This is an optimization exercise on Yosys and OpenROAD, whose aim is small area and a short achievable clock period, not a production implementation.
No run shown here included a check of the RTL's function; only the layout flow was run.
No activity file was given, so power comes from the tool's default toggle rates.

## flow/design.v (module list and top-level ports; edited modules follow where they fit)
// module mul8: 14 lines
// module mul16: 1104 lines
// module mul16_fa: 4 lines
// module mul16_cpa: 175 lines
// module mul16_xnor: 3 lines
module mul16(
    input clk,
    input logic[15:0] a,
    input logic[15:0] b,
    output logic[31:0] r
);
  // ...
==> flow/flow/run.sh <==
#!/bin/bash
set -uo pipefail
here=$(pwd)
export BUFFER_PORTS_ARGS="-buffer_cell sky130_fd_sc_hd__buf_4"
export PRE_RESIZE_TCL="$here/flow/outbuf.tcl"
bash standard.sh > standard.log 2>&1
==> flow/flow/outbuf.tcl <==
# Sourced by ORFS's resize.tcl before repair_design: the buffer that buffer_ports put on
# each output port becomes a sky130_fd_sc_hd__buf_1.
set n 0
foreach port [get_ports -filter "direction==output"] {
  set net [get_nets [get_full_name $port]]
  foreach pin [get_pins -of_objects $net -filter "direction==output"] {
    set inst [get_cells -of_objects $pin]
    if {[get_property $inst ref_name] eq "sky130_fd_sc_hd__buf_4"} {
      replace_cell $inst sky130_fd_sc_hd__buf_1
      incr n
    }
  }
}
puts "outbuf.tcl: $n output buffers made buf_1"
==> flow/standard.sh <==
#!/bin/bash
# synth_recipe.tcl (not shown) runs the flow's synth.tcl, then flattens the netlist and writes it again
# the make line also repeats each setting of config.mk as NAME=value (left out here)
make -C /OpenROAD-flow-scripts/flow DESIGN_CONFIG=/design/flow/config.mk WORK_HOME=/design/flow/orfs CLKGATE_MAP_FILE= SYNTH_SCRIPT=/design/flow/synth_recipe.tcl "${@:-finish}"
==> flow/config.mk <==
export PLATFORM = sky130hd
export DESIGN_NAME = mul16
export DESIGN_NICKNAME = mul16
export VERILOG_FILES = /design/flow/design.v
export SDC_FILE = /design/flow/constraint.sdc
export NUM_CORES = 4
export LEC_CHECK = 0
export CAP_MARGIN = 20
export CORE_MARGIN = 2
export CORE_UTILIZATION = 40
export CTS_BUF_LIST = sky130_fd_sc_hd__clkbuf_8
export CTS_CLUSTER_SIZE = 12
export SETUP_SLACK_MARGIN = 2.0
export SLEW_MARGIN = 20
export SYNTH_HIERARCHICAL = 1
export SYNTH_MINIMUM_KEEP_SIZE = 0
==> flow/constraint.sdc <==
create_clock -name core_clock -period 5.5 [get_ports {clk}]
set_input_delay 1.1000 -clock core_clock [delete_from_list [all_inputs] [get_ports {clk}]]
set_output_delay 1.1000 -clock core_clock [all_outputs]
set_load 0.01 [all_outputs]
==> impl_metrics.prom, run 1 <==
# TYPE chip_impl_metric gauge
chip_impl_metric{name="grt_overflow_total",unit=""} 0
chip_impl_info{name="type_of_the_most_critical_hold_path",value="flip-flop to flip-flop"} 1
chip_impl_metric{name="htree_num_levels",unit=""} 3
chip_impl_metric{name="core_area",unit="um2"} 21800
chip_impl_metric{name="maxCapViolations",unit=""} 0
chip_impl_metric{name="max_freq",unit="MHz"} 295
chip_impl_metric{name="placement.setup.worst_slack",unit="ps"} 1830
chip_impl_metric{name="cts.reportedPaths.clkPinSlew",unit="ps"} 120
chip_impl_metric{name="clock_network_power_consumption",unit="mW"} 0.500
chip_impl_metric{name="multi_input_comb_area",unit="um2"} 6320
chip_impl_metric{name="grt_start_max_net_pins",unit=""} 22
chip_impl_info{name="cp_cell_sequence",value="fa_1, fa_1, fa_1, ha_4, o21a_1, o31a_1, a22oi_2, nand3_2, a221o_1, xnor2_1"} 1
chip_impl_metric{name="p_total",unit="mW"} 6.26
chip_impl_metric{name="cp_data_required_time",unit="ps"} 5810
chip_impl_metric{name="antenna-diode-count",unit=""} 0
chip_impl_info{name="setup_repair_after_global_routing_missed_its_margin",value="true"} 1
chip_impl_metric{name="share_comb_of_total_power",unit="%"} 70.5
chip_impl_metric{name="cp_slowest_stage_delay",unit="ps"} 550
chip_impl_metric{name="cp_data_arrival_time",unit="ps"} 3700
chip_impl_metric{name="met2_wirelength",unit="um"} 9340
chip_impl_info{name="crit_slowest_cell",value="sky130_fd_sc_hd__fa_1"} 1
chip_impl_metric{name="postSynthCellCount",unit=""} 814
chip_impl_info{name="power_top_consumer",value="combinational logic"} 1
chip_impl_metric{name="vdd.ir_drop.worst",unit="mV"} 0.372
chip_impl_info{name="cts-root-buf",value="sky130_fd_sc_hd__clkbuf_8"} 1
chip_impl_metric{name="initial_antenna_violation_count",unit=""} 0
chip_impl_metric{name="detail_route.first_pass.iterations",unit=""} 4
chip_impl_info{name="timing.hold.worst.start",value="q[2]"} 1
chip_impl_metric{name="pwr-share-clk",unit="%"} 8.0
chip_impl_metric{name="grtUsageMet1",unit="%"} 24.3
chip_impl_info{name="status",value="finished clean"} 1
==> inputs of run 2 (changes only) <==
--- a/flow/design.v
+++ b/flow/design.v
@@ -453,126 +453,127 @@
     wire s353, c354;
     wire s355, c356;
     wire s357, c358;
     wire s359, c360;
     wire s361, c362;
     wire s363, c364;
     wire s365, c366;
     wire s367, c368;
-    wire s369, c370;
-    wire s447, c448;
-    wire s449, c450;
-    wire s451, c452;
-    wire s453, c454;
-    wire s455, c456;
-    wire s457, c458;
-    wire s459, c460;
-    wire s461, c462;
-    wire s463, c464;
-    wire s465, c466;
-    wire s467, c468;
-    wire s469, c470;
-    wire s471, c472;
-    wire s473, c474;
-    wire s475, c476;
-    wire s477, c478;
-    wire s479, c480;
-    wire s481, c482;
-    wire s483, c484;
-    wire s485, c486;
-    wire s487, c488;
-    wire s489, c490;
-    wire s491, c492;
-    wire s493, c494;
-    wire s495, c496;
-    wire s497, c498;
-    wire s499, c500;
-    wire s501, c502;
-    wire s503, c504;
-    wire s505, c506;
-    logic [75:0] q;
-    wire q371 = q[0];
-    wire q372 = q[1];
-    wire q373 = q[2];
-    wire q374 = q[3];
-    wire q375 = q[4];
-    wire q376 = q[5];
-    wire q377 = q[6];
-    wire q378 = q[7];
-    wire q379 = q[8];
-    wire q380 = q[9];
-    wire q381 = q[10];
-    wire q382 = q[11];
-    wire q383 = q[12];
-    wire q384 = q[13];
-    wire q385 = q[14];
-    wire q386 = q[15];
-    wire q387 = q[16];
-    wire q388 = q[17];
-    wire q389 = q[18];
-    wire q390 = q[19];
-    wire q391 = q[20];
-    wire q392 = q[21];
-    wire q393 = q[22];
-    wire q394 = q[23];
-    wire q395 = q[24];
-    wire q396 = q[25];
-    wire q397 = q[26];
-    wire q398 = q[27];
-    wire q399 = q[28];
-    wire q400 = q[29];
-    wire q401 = q[30];
-    wire q402 = q[31];
-    wire q403 = q[32];
-    wire q404 = q[33];
-    wire q405 = q[34];
-    wire q406 = q[35];
-    wire q407 = q[36];
-    wire q408 = q[37];
-    wire q409 = q[38];
-    wire q410 = q[39];
-    wire q411 = q[40];
-    wire q412 = q[41];
-    wire q413 = q[42];
-    wire q414 = q[43];
-    wire q415 = q[44];
-    wire q416 = q[45];
-    wire q417 = q[46];
-    wire q418 = q[47];
-    wire q419 = q[48];
-    wire q420 = q[49];
-    wire q421 = q[50];
-    wire q422 = q[51];
-    wire q423 = q[52];
-    wire q424 = q[53];
-    wire q425 = q[54];
-    wire q426 = q[55];
-    wire q427 = q[56];
-    wire q428 = q[57];
-    wire q429 = q[58];
-    wire q430 = q[59];
-    wire q431 = q[60];
-    wire q432 = q[61];
-    wire q433 = q[62];
-    wire q434 = q[63];
-    wire q435 = q[64];
-    wire q436 = q[65];
-    wire q437 = q[66];
-    wire q438 = q[67];
-    wire q439 = q[68];
-    wire q440 = q[69];
-    wire q441 = q[70];
-    wire q442 = q[71];
-    wire q443 = q[72];
-    wire q444 = q[73];
-    wire q445 = q[74];
-    wire q446 = q[75];
-    wire [31:0] xn = {1'b1, q445, q443, q441, q439, q437, q436, c504, c502, s501, s499, c494, c490, s489, c482, s479, s475, s471, s467, c460, s459, s455, s453, s451, s449, q380, q376, q375, q374, q373, q372, q371};
-    wire [31:0] yn = {1'b1, q446, q444, q442, q440, q438, c506, s505, s503, c500, c498, s497, s493, c486, s485, s481, c472, c468, c464, s463, s457, c454, c452, c450, c448, s447, 1'b1, 1'b1, 1'b1, 1'b1, 1'b1, 1'b1};
+    wire s446, c447;
+    wire s448, c449;
+    wire s450, c451;
+    wire s452, c453;
+    wire s454, c455;
+    wire s456, c457;
+    wire s458, c459;
+    wire s460, c461;
+    wire s462, c463;
+    wire s464, c465;
+    wire s466, c467;
+    wire s468, c469;
+    wire s470, c471;
+    wire s472, c473;
+    wire s474, c475;
+    wire s476, c477;
+    wire s478, c479;
+    wire s480, c481;
+    wire s482, c483;
+    wire s484, c485;
+    wire s486, c487;
+    wire s488, c489;
+    wire s490, c491;
+    wire s492, c493;
+    wire s494, c495;
+    wire s496, c497;
+    wire s498, c499;
+    wire s500, c501;
+    wire s502, c503;
+    wire s504, c505;
+    wire s506, c507;
+    logic [76:0] q;
+    wire q369 = q[0];
+    wire q370 = q[1];
+    wire q371 = q[2];
+    wire q372 = q[3];
+    wire q373 = q[4];
+    wire q374 = q[5];
+    wire q375 = q[6];
+    wire q376 = q[7];
+    wire q377 = q[8];
+    wire q378 = q[9];
+    wire q379 = q[10];
+    wire q380 = q[11];
+    wire q381 = q[12];
+    wire q382 = q[13];
+    wire q383 = q[14];
+    wire q384 = q[15];
+    wire q385 = q[16];
+    wire q386 = q[17];
+    wire q387 = q[18];
+    wire q388 = q[19];
+    wire q389 = q[20];
+    wire q390 = q[21];
+    wire q391 = q[22];
+    wire q392 = q[23];
+    wire q393 = q[24];
+    wire q394 = q[25];
+    wire q395 = q[26];
+    wire q396 = q[27];
+    wire q397 = q[28];
+    wire q398 = q[29];
+    wire q399 = q[30];
+    wire q400 = q[31];
+    wire q401 = q[32];
+    wire q402 = q[33];
+    wire q403 = q[34];
+    wire q404 = q[35];
+    wire q405 = q[36];
+    wire q406 = q[37];
+    wire q407 = q[38];
+    wire q408 = q[39];
+    wire q409 = q[40];
+    wire q410 = q[41];
+    wire q411 = q[42];
+    wire q412 = q[43];
+    wire q413 = q[44];
+    wire q414 = q[45];
+    wire q415 = q[46];
+    wire q416 = q[47];
+    wire q417 = q[48];
+    wire q418 = q[49];
+    wire q419 = q[50];
+    wire q420 = q[51];
+    wire q421 = q[52];
+    wire q422 = q[53];
+    wire q423 = q[54];
+    wire q424 = q[55];
+    wire q425 = q[56];
+    wire q426 = q[57];
+    wire q427 = q[58];
+    wire q428 = q[59];
+    wire q429 = q[60];
+    wire q430 = q[61];
+    wire q431 = q[62];
+    wire q432 = q[63];
+    wire q433 = q[64];
+    wire q434 = q[65];
+    wire q435 = q[66];
+    wire q436 = q[67];
+    wire q437 = q[68];
+    wire q438 = q[69];
+    wire q439 = q[70];
+    wire q440 = q[71];
+    wire q441 = q[72];
+    wire q442 = q[73];
+    wire q443 = q[74];
+    wire q444 = q[75];
+    wire q445 = q[76];
+    wire [31:0] xn = {1'b1, q444, q442, q440, q438, q437, c505, c503, c501, s500, s498, c493, c489, s488, c481, s478, s474, s470, s466, c459, s458, s454, s452, s450, s448, q378, q374, q373, q372, q371, q370, q369};
+    wire [31:0] yn = {1'b1, q445, q443, q441, q439, c507, s506, s504, s502, c499, c497, s496, s492, c485, s484, s480, c471, c467, c463, s462, s456, c453, c451, c449, c447, s446, 1'b1, 1'b1, 1'b1, 1'b1, 1'b1, 1'b1};
     assign pp0_0 = ~(a[0] & b[0]);
     assign pp0_1 = ~(a[0] & b[1]);
     assign pp0_2 = ~(a[0] & b[2]);
     assign pp0_3 = ~(a[0] & b[3]);
     assign pp0_4 = ~(a[0] & b[4]);
     assign pp0_5 = ~(a[0] & b[5]);
     assign pp0_6 = ~(a[0] & b[6]);
     assign pp0_7 = ~(a[0] & b[7]);
@@ -998,67 +999,67 @@
     mul16_fa us333 (.x(pp12_12), .y(pp13_11), .z(pp14_10), .s(s333), .c(c334));
     mul16_fa us335 (.x(pp15_9), .y(c320), .z(c322), .s(s335), .c(c336));
     mul16_fa us337 (.x(s331), .y(s333), .z(c324), .s(s337), .c(c338));
     mul16_fa us339 (.x(c326), .y(s335), .z(c328), .s(s339), .c(c340));
     mul16_fa us341 (.x(pp10_15), .y(pp11_14), .z(pp12_13), .s(s341), .c(c342));
     mul16_fa us343 (.x(pp13_12), .y(pp14_11), .z(pp15_10), .s(s343), .c(c344));
     mul16_fa us345 (.x(c332), .y(c334), .z(s341), .s(s345), .c(c346));
     mul16_fa us347 (.x(s343), .y(c336), .z(s345), .s(s347), .c(c348));
-    mul16_fa us349 (.x(c338), .y(s347), .z(c340), .s(s349), .c(c350));
-    mul16_fa us351 (.x(pp11_15), .y(pp12_14), .z(pp13_13), .s(s351), .c(c352));
-    mul16_fa us353 (.x(pp14_12), .y(pp15_11), .z(c342), .s(s353), .c(c354));
-    mul16_fa us355 (.x(c344), .y(s351), .z(s353), .s(s355), .c(c356));
-    mul16_fa us357 (.x(c346), .y(s355), .z(c348), .s(s357), .c(c358));
-    mul16_fa us359 (.x(pp12_15), .y(pp13_14), .z(pp14_13), .s(s359), .c(c360));
-    mul16_fa us361 (.x(pp15_12), .y(c352), .z(s359), .s(s361), .c(c362));
-    mul16_fa us363 (.x(c354), .y(s361), .z(c356), .s(s363), .c(c364));
-    mul16_fa us365 (.x(pp13_15), .y(pp14_14), .z(pp15_13), .s(s365), .c(c366));
-    mul16_fa us367 (.x(c360), .y(s365), .z(c362), .s(s367), .c(c368));
-    mul16_fa us369 (.x(pp14_15), .y(pp15_14), .z(c366), .s(s369), .c(c370));
-    mul16_fa us447 (.x(q377), .y(q378), .z(q379), .s(s447), .c(c448));
-    mul16_xnor us449 (.x(q381), .y(q382), .s(s449));
-    assign c450 = q381 | q382;
-    mul16_xnor us451 (.x(q383), .y(q384), .s(s451));
-    assign c452 = q383 | q384;
-    mul16_xnor us453 (.x(q385), .y(q386), .s(s453));
-    assign c454 = q385 | q386;
-    mul16_xnor us455 (.x(q387), .y(q388), .s(s455));
-    assign c456 = q387 | q388;
-    mul16_fa us457 (.x(q389), .y(q390), .z(q391), .s(s457), .c(c458));
-    mul16_xnor us459 (.x(q392), .y(c456), .s(s459));
-    assign c460 = q392 | c456;
-    mul16_fa us461 (.x(q393), .y(q394), .z(q395), .s(s461), .c(c462));
-    mul16_xnor us463 (.x(c458), .y(s461), .s(s463));
-    assign c464 = c458 | s461;
-    mul16_fa us465 (.x(q396), .y(q397), .z(q398), .s(s465), .c(c466));
-    mul16_xnor us467 (.x(c462), .y(s465), .s(s467));
-    assign c468 = c462 | s465;
-    mul16_fa us469 (.x(q399), .y(q400), .z(q401), .s(s469), .c(c470));
-    mul16_xnor us471 (.x(c466), .y(s469), .s(s471));
-    assign c472 = c466 | s469;
-    mul16_fa us473 (.x(q402), .y(q403), .z(q404), .s(s473), .c(c474));
-    mul16_xnor us475 (.x(c470), .y(s473), .s(s475));
-    assign c476 = c470 | s473;
-    mul16_fa us477 (.x(q405), .y(q406), .z(q407), .s(s477), .c(c478));
-    mul16_fa us479 (.x(q408), .y(q409), .z(c474), .s(s479), .c(c480));
-    mul16_xnor us481 (.x(s477), .y(c476), .s(s481));
-    assign c482 = s477 | c476;
-    mul16_fa us483 (.x(q410), .y(q411), .z(q412), .s(s483), .c(c484));
-    mul16_fa us485 (.x(c478), .y(s483), .z(c480), .s(s485), .c(c486));
-    mul16_fa us487 (.x(q413), .y(q414), .z(q415), .s(s487), .c(c488));
-    mul16_fa us489 (.x(q416), .y(c484), .z(s487), .s(s489), .c(c490));
-    mul16_fa us491 (.x(q417), .y(q418), .z(q419), .s(s491), .c(c492));
-    mul16_fa us493 (.x(q420), .y(c488), .z(s491), .s(s493), .c(c494));
-    mul16_fa us495 (.x(q421), .y(q422), .z(q423), .s(s495), .c(c496));
-    mul16_fa us497 (.x(q424), .y(c492), .z(s495), .s(s497), .c(c498));
-    mul16_fa us499 (.x(q425), .y(q426), .z(c496), .s(s499), .c(c500));
-    mul16_fa us501 (.x(q427), .y(q428), .z(q429), .s(s501), .c(c502));
-    mul16_fa us503 (.x(q430), .y(q431), .z(q432), .s(s503), .c(c504));
-    mul16_fa us505 (.x(q433), .y(q434), .z(q435), .s(s505), .c(c506));
+    mul16_fa us349 (.x(pp11_15), .y(pp12_14), .z(pp13_13), .s(s349), .c(c350));
+    mul16_fa us351 (.x(pp14_12), .y(pp15_11), .z(c342), .s(s351), .c(c352));
+    mul16_fa us353 (.x(c344), .y(s349), .z(s351), .s(s353), .c(c354));
+    mul16_fa us355 (.x(c346), .y(s353), .z(c348), .s(s355), .c(c356));
+    mul16_fa us357 (.x(pp12_15), .y(pp13_14), .z(pp14_13), .s(s357), .c(c358));
+    mul16_fa us359 (.x(pp15_12), .y(c350), .z(s357), .s(s359), .c(c360));
+    mul16_fa us361 (.x(c352), .y(s359), .z(c354), .s(s361), .c(c362));
+    mul16_fa us363 (.x(pp13_15), .y(pp14_14), .z(pp15_13), .s(s363), .c(c364));
+    mul16_fa us365 (.x(c358), .y(s363), .z(c360), .s(s365), .c(c366));
+    mul16_fa us367 (.x(pp14_15), .y(pp15_14), .z(c364), .s(s367), .c(c368));
+    mul16_fa us446 (.x(q375), .y(q376), .z(q377), .s(s446), .c(c447));
+    mul16_xnor us448 (.x(q379), .y(q380), .s(s448));
+    assign c449 = q379 | q380;
+    mul16_xnor us450 (.x(q381), .y(q382), .s(s450));
+    assign c451 = q381 | q382;
+    mul16_xnor us452 (.x(q383), .y(q384), .s(s452));
+    assign c453 = q383 | q384;
+    mul16_xnor us454 (.x(q385), .y(q386), .s(s454));
+    assign c455 = q385 | q386;
+    mul16_fa us456 (.x(q387), .y(q388), .z(q389), .s(s456), .c(c457));
+    mul16_xnor us458 (.x(q390), .y(c455), .s(s458));
+    assign c459 = q390 | c455;
+    mul16_fa us460 (.x(q391), .y(q392), .z(q393), .s(s460), .c(c461));
+    mul16_xnor us462 (.x(c457), .y(s460), .s(s462));
+    assign c463 = c457 | s460;
+    mul16_fa us464 (.x(q394), .y(q395), .z(q396), .s(s464), .c(c465));
+    mul16_xnor us466 (.x(c461), .y(s464), .s(s466));
+    assign c467 = c461 | s464;
+    mul16_fa us468 (.x(q397), .y(q398), .z(q399), .s(s468), .c(c469));
+    mul16_xnor us470 (.x(c465), .y(s468), .s(s470));
+    assign c471 = c465 | s468;
+    mul16_fa us472 (.x(q400), .y(q401), .z(q402), .s(s472), .c(c473));
+    mul16_xnor us474 (.x(c469), .y(s472), .s(s474));
+    assign c475 = c469 | s472;
+    mul16_fa us476 (.x(q403), .y(q404), .z(q405), .s(s476), .c(c477));
+    mul16_fa us478 (.x(q406), .y(q407), .z(c473), .s(s478), .c(c479));
+    mul16_xnor us480 (.x(s476), .y(c475), .s(s480));
+    assign c481 = s476 | c475;
+    mul16_fa us482 (.x(q408), .y(q409), .z(q410), .s(s482), .c(c483));
+    mul16_fa us484 (.x(c477), .y(s482), .z(c479), .s(s484), .c(c485));
+    mul16_fa us486 (.x(q411), .y(q412), .z(q413), .s(s486), .c(c487));
+    mul16_fa us488 (.x(q414), .y(c483), .z(s486), .s(s488), .c(c489));
+    mul16_fa us490 (.x(q415), .y(q416), .z(q417), .s(s490), .c(c491));
+    mul16_fa us492 (.x(q418), .y(c487), .z(s490), .s(s492), .c(c493));
+    mul16_fa us494 (.x(q419), .y(q420), .z(q421), .s(s494), .c(c495));
+    mul16_fa us496 (.x(q422), .y(c491), .z(s494), .s(s496), .c(c497));
+    mul16_fa us498 (.x(q423), .y(q424), .z(c495), .s(s498), .c(c499));
+    mul16_fa us500 (.x(q425), .y(q426), .z(q427), .s(s500), .c(c501));
+    mul16_fa us502 (.x(q428), .y(q429), .z(q430), .s(s502), .c(c503));
+    mul16_fa us504 (.x(q431), .y(q432), .z(q433), .s(s504), .c(c505));
+    mul16_fa us506 (.x(q434), .y(q435), .z(q436), .s(s506), .c(c507));
     wire [25:0] cg, cp, cs;
     assign cg[0] = xn[6] & yn[6];
     assign cp[0] = xn[6] ^ yn[6];
     assign cg[1] = xn[7] & yn[7];
     assign cp[1] = xn[7] ^ yn[7];
     assign cg[2] = xn[8] & yn[8];
     assign cp[2] = xn[8] ^ yn[8];
     assign cg[3] = xn[9] & yn[9];
@@ -1107,17 +1108,17 @@
     assign cp[24] = xn[30] ^ yn[30];
     assign cg[25] = xn[31] & yn[31];
     assign cp[25] = xn[31] ^ yn[31];
     mul16_cpa ucpa (.gi(cg), .pi(cp), .co(cco));
     wire [24:0] cco;
     assign cs = {~(cp[25] ^ cco[24]), ~(cp[24] ^ cco[23]), ~(cp[23] ^ cco[22]), ~(cp[22] ^ cco[21]), ~(cp[21] ^ cco[20]), ~(cp[20] ^ cco[19]), ~(cp[19] ^ cco[18]), ~(cp[18] ^ cco[17]), ~(cp[17] ^ cco[16]), ~(cp[16] ^ cco[15]), ~(cp[15] ^ cco[14]), ~(cp[14] ^ cco[13]), ~(cp[13] ^ cco[12]), ~(cp[12] ^ cco[11]), ~(cp[11] ^ cco[10]), ~(cp[10] ^ cco[9]), ~(cp[9] ^ cco[8]), ~(cp[8] ^ cco[7]), ~(cp[7] ^ cco[6]), ~(cp[6] ^ cco[5]), ~(cp[5] ^ cco[4]), ~(cp[4] ^ cco[3]), ~(cp[3] ^ cco[2]), ~(cp[2] ^ cco[1]), ~(cp[1] ^ cco[0]), cp[0]};
     wire [31:0] sum = {cs, ~xn[5], ~xn[4], ~xn[3], ~xn[2], ~xn[1], ~xn[0]};
     always_ff @(posedge clk) begin
-        q <= {c370, pp15_15, c368, s369, c364, s367, c358, s363, c350, s357, s349, s339, c330, s337, s329, c318, s327, s317, c304, s315, s303, c288, c272, s287, s285, c270, s271, c254, s269, c252, s253, c234, c232, s251, s233, s231, c212, c190, s211, c188, s209, c186, s189, c166, s187, s165, c144, s163, s143, c124, s141, s123, c106, s121, c90, s105, s103, c88, s89, c74, s73, c60, s59, c48, s47, c38, c30, c28, s37, s35, s29, s19, s11, s5, s1, pp0_0};
+        q <= {c368, pp15_15, c366, s367, c362, s365, c356, s361, s355, c340, s347, c338, s339, c330, s337, s329, c318, s327, s317, c304, s315, s303, c288, c272, s287, s285, c270, s271, c254, s269, c252, s253, c234, c232, s251, s233, s231, c212, c190, s211, c188, s209, c186, s189, c166, s187, s165, c144, s163, s143, c124, s141, s123, c106, s121, c90, s105, s103, c88, s89, c74, s73, c60, s59, c48, s47, c38, c30, c28, s37, s35, s29, s19, s11, s5, s1, pp0_0};
         r <= sum;
     end
 endmodule
 module mul16_fa(input x, input y, input z, output s, output c);
     assign s = x ^ y ^ z;
     assign c = (x & y) | (x & z) | (y & z);
 endmodule
 module mul16_cpa(input [25:0] gi, input [25:0] pi, output [24:0] co);
==> run 2 against run 1 <==
Area after synthesis is 0.22% higher. Routed wire length is 2.0% lower. Worst setup slack better by 56 ps. Total power up 1.2%. Critical path type unchanged. Largest cell class unchanged. Largest power group unchanged.
==> impl_metrics.prom, run 2 <==
# TYPE chip_impl_metric gauge
chip_impl_metric{name="floorplan.initialDensity",unit="%"} 40.8
chip_impl_metric{name="htree_num_levels",unit=""} 3
chip_impl_info{name="largest_registers",value="q x77, r x32"} 1
chip_impl_info{name="cts_tree",value="done"} 1
chip_impl_metric{name="route.antenna.remaining_nets",unit=""} 0
chip_impl_metric{name="yosysWarnings",unit=""} 7
chip_impl_metric{name="timing.clock.skew",unit="ps"} 16.1
chip_impl_metric{name="io-pin-count",unit=""} 65
chip_impl_metric{name="routed-via-count",unit=""} 5589
chip_impl_metric{name="drt_drc_violations_left",unit=""} 0
chip_impl_metric{name="avgRoutedWirePerCell",unit="um"} 17.9
chip_impl_metric{name="vdd.ir_drop.worst",unit="mV"} 0.452
chip_impl_metric{name="area_delta_synth_final",unit="%"} 5.49
chip_impl_metric{name="mappedNetlistNets",unit=""} 1073
chip_impl_metric{name="floorplan.die.width",unit="um"} 153
chip_impl_info{name="type_of_the_most_critical_hold_path",value="flip-flop to flip-flop"} 1
chip_impl_metric{name="cts.reportedPaths.clkPinSlew",unit="ps"} 110
chip_impl_info{name="worst_setup_path_start_kind",value="flip-flop"} 1
chip_impl_info{name="worst-setup-path-type",value="flip-flop to flip-flop"} 1
chip_impl_metric{name="finalWorstSetupSlack",unit="ps"} 2160
chip_impl_info{name="layout_commonest_cell",value="sky130_fd_sc_hd__nand2_1"} 1
chip_impl_metric{name="fin_worst_hold_slack",unit="ps"} 366
chip_impl_metric{name="post_dp_hpwl",unit="um"} 14900
chip_impl_metric{name="cts_made_buffers",unit=""} 9
chip_impl_metric{name="core_area",unit="um2"} 21900
chip_impl_metric{name="cp_data_required_time",unit="ps"} 5790
chip_impl_metric{name="maxSlewViolCount",unit=""} 0
chip_impl_metric{name="placement.setup.worst_slack",unit="ps"} 1870
chip_impl_info{name="worst_setup_path_end_kind",value="flip-flop"} 1
chip_impl_metric{name="nets",unit=""} 1060
chip_impl_metric{name="drt-initial-drc-count",unit=""} 262
chip_impl_metric{name="tns",unit="ps"} 0
chip_impl_metric{name="timing.final.crit_share",unit="%"} 60.7
chip_impl_info{name="status",value="finished clean"} 1
chip_impl_metric{name="site_rows",unit=""} 54
chip_impl_metric{name="timing.final.hold_violations",unit=""} 0
chip_impl_metric{name="syn_avg_cell_area",unit="um2"} 11.0
chip_impl_metric{name="finalWirelength",unit="um"} 19400
chip_impl_metric{name="grt_start_max_net_pins",unit=""} 19
chip_impl_metric{name="cp_slowest_stage_delay",unit="ps"} 560
chip_impl_metric{name="routed_via_density",unit=""} 5.15
chip_impl_metric{name="total_leakage_power",unit="nW"} 3.40
chip_impl_metric{name="grt_first_pass_wirelength",unit="um"} 31900
chip_impl_metric{name="max_slew_margin",unit="%"} 65.9
chip_impl_info{name="crit_slowest_cell",value="sky130_fd_sc_hd__fa_1"} 1
chip_impl_metric{name="cp_data_arrival_time",unit="ps"} 3630
chip_impl_metric{name="setup_viol_count_final",unit=""} 0
chip_impl_metric{name="initial_antenna_violation_count",unit=""} 0
chip_impl_metric{name="max_freq",unit="MHz"} 300
chip_impl_metric{name="postSynthCellCount",unit=""} 815
chip_impl_metric{name="clk_path_buf_depth",unit=""} 2
chip_impl_info{name="cp_cell_sequence",value="fa_1, fa_2, fa_1, ha_4, o21a_1, o31a_1, a22oi_2, nand3_2, a221o_1, xnor2_1"} 1
chip_impl_metric{name="clock_network_latency_to_the_later_pin_of_the_worst_skew_pair",unit="ps"} 390
chip_impl_metric{name="cts_sinks",unit=""} 109
chip_impl_metric{name="grt_overflow_total",unit=""} 0
chip_impl_metric{name="die-area",unit="um2"} 23500
chip_impl_metric{name="antenna-diode-count",unit=""} 0
chip_impl_metric{name="final-instance-count-excl-fill",unit=""} 1086
chip_impl_metric{name="period_needed",unit="ps"} 3340
chip_impl_metric{name="cp_max_fo",unit=""} 4
chip_impl_info{name="setup_repair_after_global_routing_missed_its_margin",value="false"} 1
chip_impl_metric{name="maxCapViolations",unit=""} 0
chip_impl_metric{name="io_buf_count",unit=""} 64
chip_impl_metric{name="die_y",unit="um"} 153
chip_impl_metric{name="grt_pass1_vias",unit=""} 5975
chip_impl_metric{name="min_delay_path_depth",unit=""} 1
chip_impl_info{name="cts-root-buf",value="sky130_fd_sc_hd__clkbuf_8"} 1
chip_impl_metric{name="worst_slew_pin_slew",unit="ps"} 506
chip_impl_metric{name="ctsHoldBuffers",unit=""} 0
chip_impl_metric{name="place.gp.congestion",unit=""} 0.859
chip_impl_metric{name="global_route_usage_sum",unit="%"} 17.6
chip_impl_info{name="layout_common_cells",value="sky130_fd_sc_hd__nand2_1 (265), sky130_fd_sc_hd__fa_1 (193), sky130_fd_sc_hd__dfxtp_1 (109), sky130_fd_sc_hd__xnor2_1 (39), sky130_fd_sc_hd__buf_4 (33)"} 1
chip_impl_metric{name="mappedNetlistArea",unit="um2"} 8930
chip_impl_metric{name="drive_above_1_share",unit="%"} 10.8
chip_impl_metric{name="dp_cells",unit=""} 1070
chip_impl_info{name="registers.top_by_ff_count",value="q"} 1
chip_impl_metric{name="depth_of_the_most_critical_reg_to_reg_path",unit=""} 10
chip_impl_metric{name="detail_route.first_pass.iterations",unit=""} 6
chip_impl_metric{name="number_of_flip_flops_under_the_largest_register_name",unit=""} 77
chip_impl_info{name="path_common_cell",value="sky130_fd_sc_hd__fa_1"} 1
chip_impl_metric{name="powerDensity",unit="nW/um2"} 672
-- run 2: layer usage --
| metal | vias up | share of wire, % | track usage [%] |
|---|---|---|---|
| met5 | - | 0 | 0 |
| met4 | 0 | 2.0 | 4.98 |
| met3 | 29 | 8.0 | 4.28 |
| li1 | 2433 | - | - |
| met1 | 2899 | 43 | 24.3 |
| met2 | 228 | 47 | 27.7 |
-- run 2: critical path: cells and delay by family, from the launching register on --
kind	cells	cell delay (ps)
adder cells (fa/ha/maj)	4	1610
AO/OA/AOI/OAI	4	1020
flip-flops	1	330
AND/OR/NAND/NOR	1	160
XOR/XNOR	1	130
-- run 2: final timing paths --
check / startpoint / endpoint / slack [ps]
worst max-delay path: q[32] / r[29] / 2160
worst min-delay path: q[1] / r[1] / 370
worst max register to register: q[32] / r[29] / 2160
worst min register to register: q[1] / r[1] / 370
-- run 2: where the power goes --
part           internal, mW  switching (mW)  total [mW]  leakage [nW]
Clock                 0.213           0.287       0.500        0.0963
Combinational          2.12            2.36        4.48          2.39
Sequential             1.21           0.138        1.35         0.917
Total                  3.55            2.79        6.34          3.40
-- run 2: area by class of cell --
class	count	area [um2]
inverters	7	26.3
repair buffers	65	368
clock inverters	6	72.6
multi-input cells	610	6300
fillers	2084	12500
clock buffers	9	124
flip-flops and latches	109	2180
well taps	280	350
-- run 2: stage by stage --
step	total power, mW	instance area (um2)	util (%)
after floorplan	5.28	9130	-
after global placement	5.76	9300	42.5
after detailed placement	5.69	9180	41.9
after CTS	6.27	9390	42.9
after global routing	6.99	9420	43.0
final	6.34	9420	43.0
-- run 2: what timing repair did --
item,in CTS,in global routing
resized for setup,2,5
buffers inserted,0,1
pin swaps,0,4
endpoints found under the setup margin,4,4
gates cloned,0,0

separate check: timing with driven ports:
The flow's constraints put no driver on any port. The routed layouts listed below were extracted and timed again, unchanged, in two steps. Step 1 assumes that a clkbuf_16 drives the clock port and a buf_2 every other input. Step 2 times the ports against the registers' clock, not the clock port: input delays grow and output delays shrink by t, the midpoint of the rising clock arrivals with the driver on. a / b / c = no drivers / after step 1 / after step 2; a / b = the first two.
run | t (ns) | setup WS [ns] | hold WS [ns] | worst register clock-pin slew, ns | cell pins on the clock port's net
run 1 | 0.443 | 2.105 / 2.105 / 1.847 | 0.367 / 0.367 / 0.367 | 0.12 / 0.12 | 1
run 2 | 0.427 | 2.161 / 2.161 / 1.866 | 0.366 / 0.366 / 0.366 | 0.11 / 0.11 | 1
After both steps setup and hold are still met in every run listed. The setup slack of run 2, which loses most, moves by 0.000 ns with the drivers and by -0.295 ns with both steps.
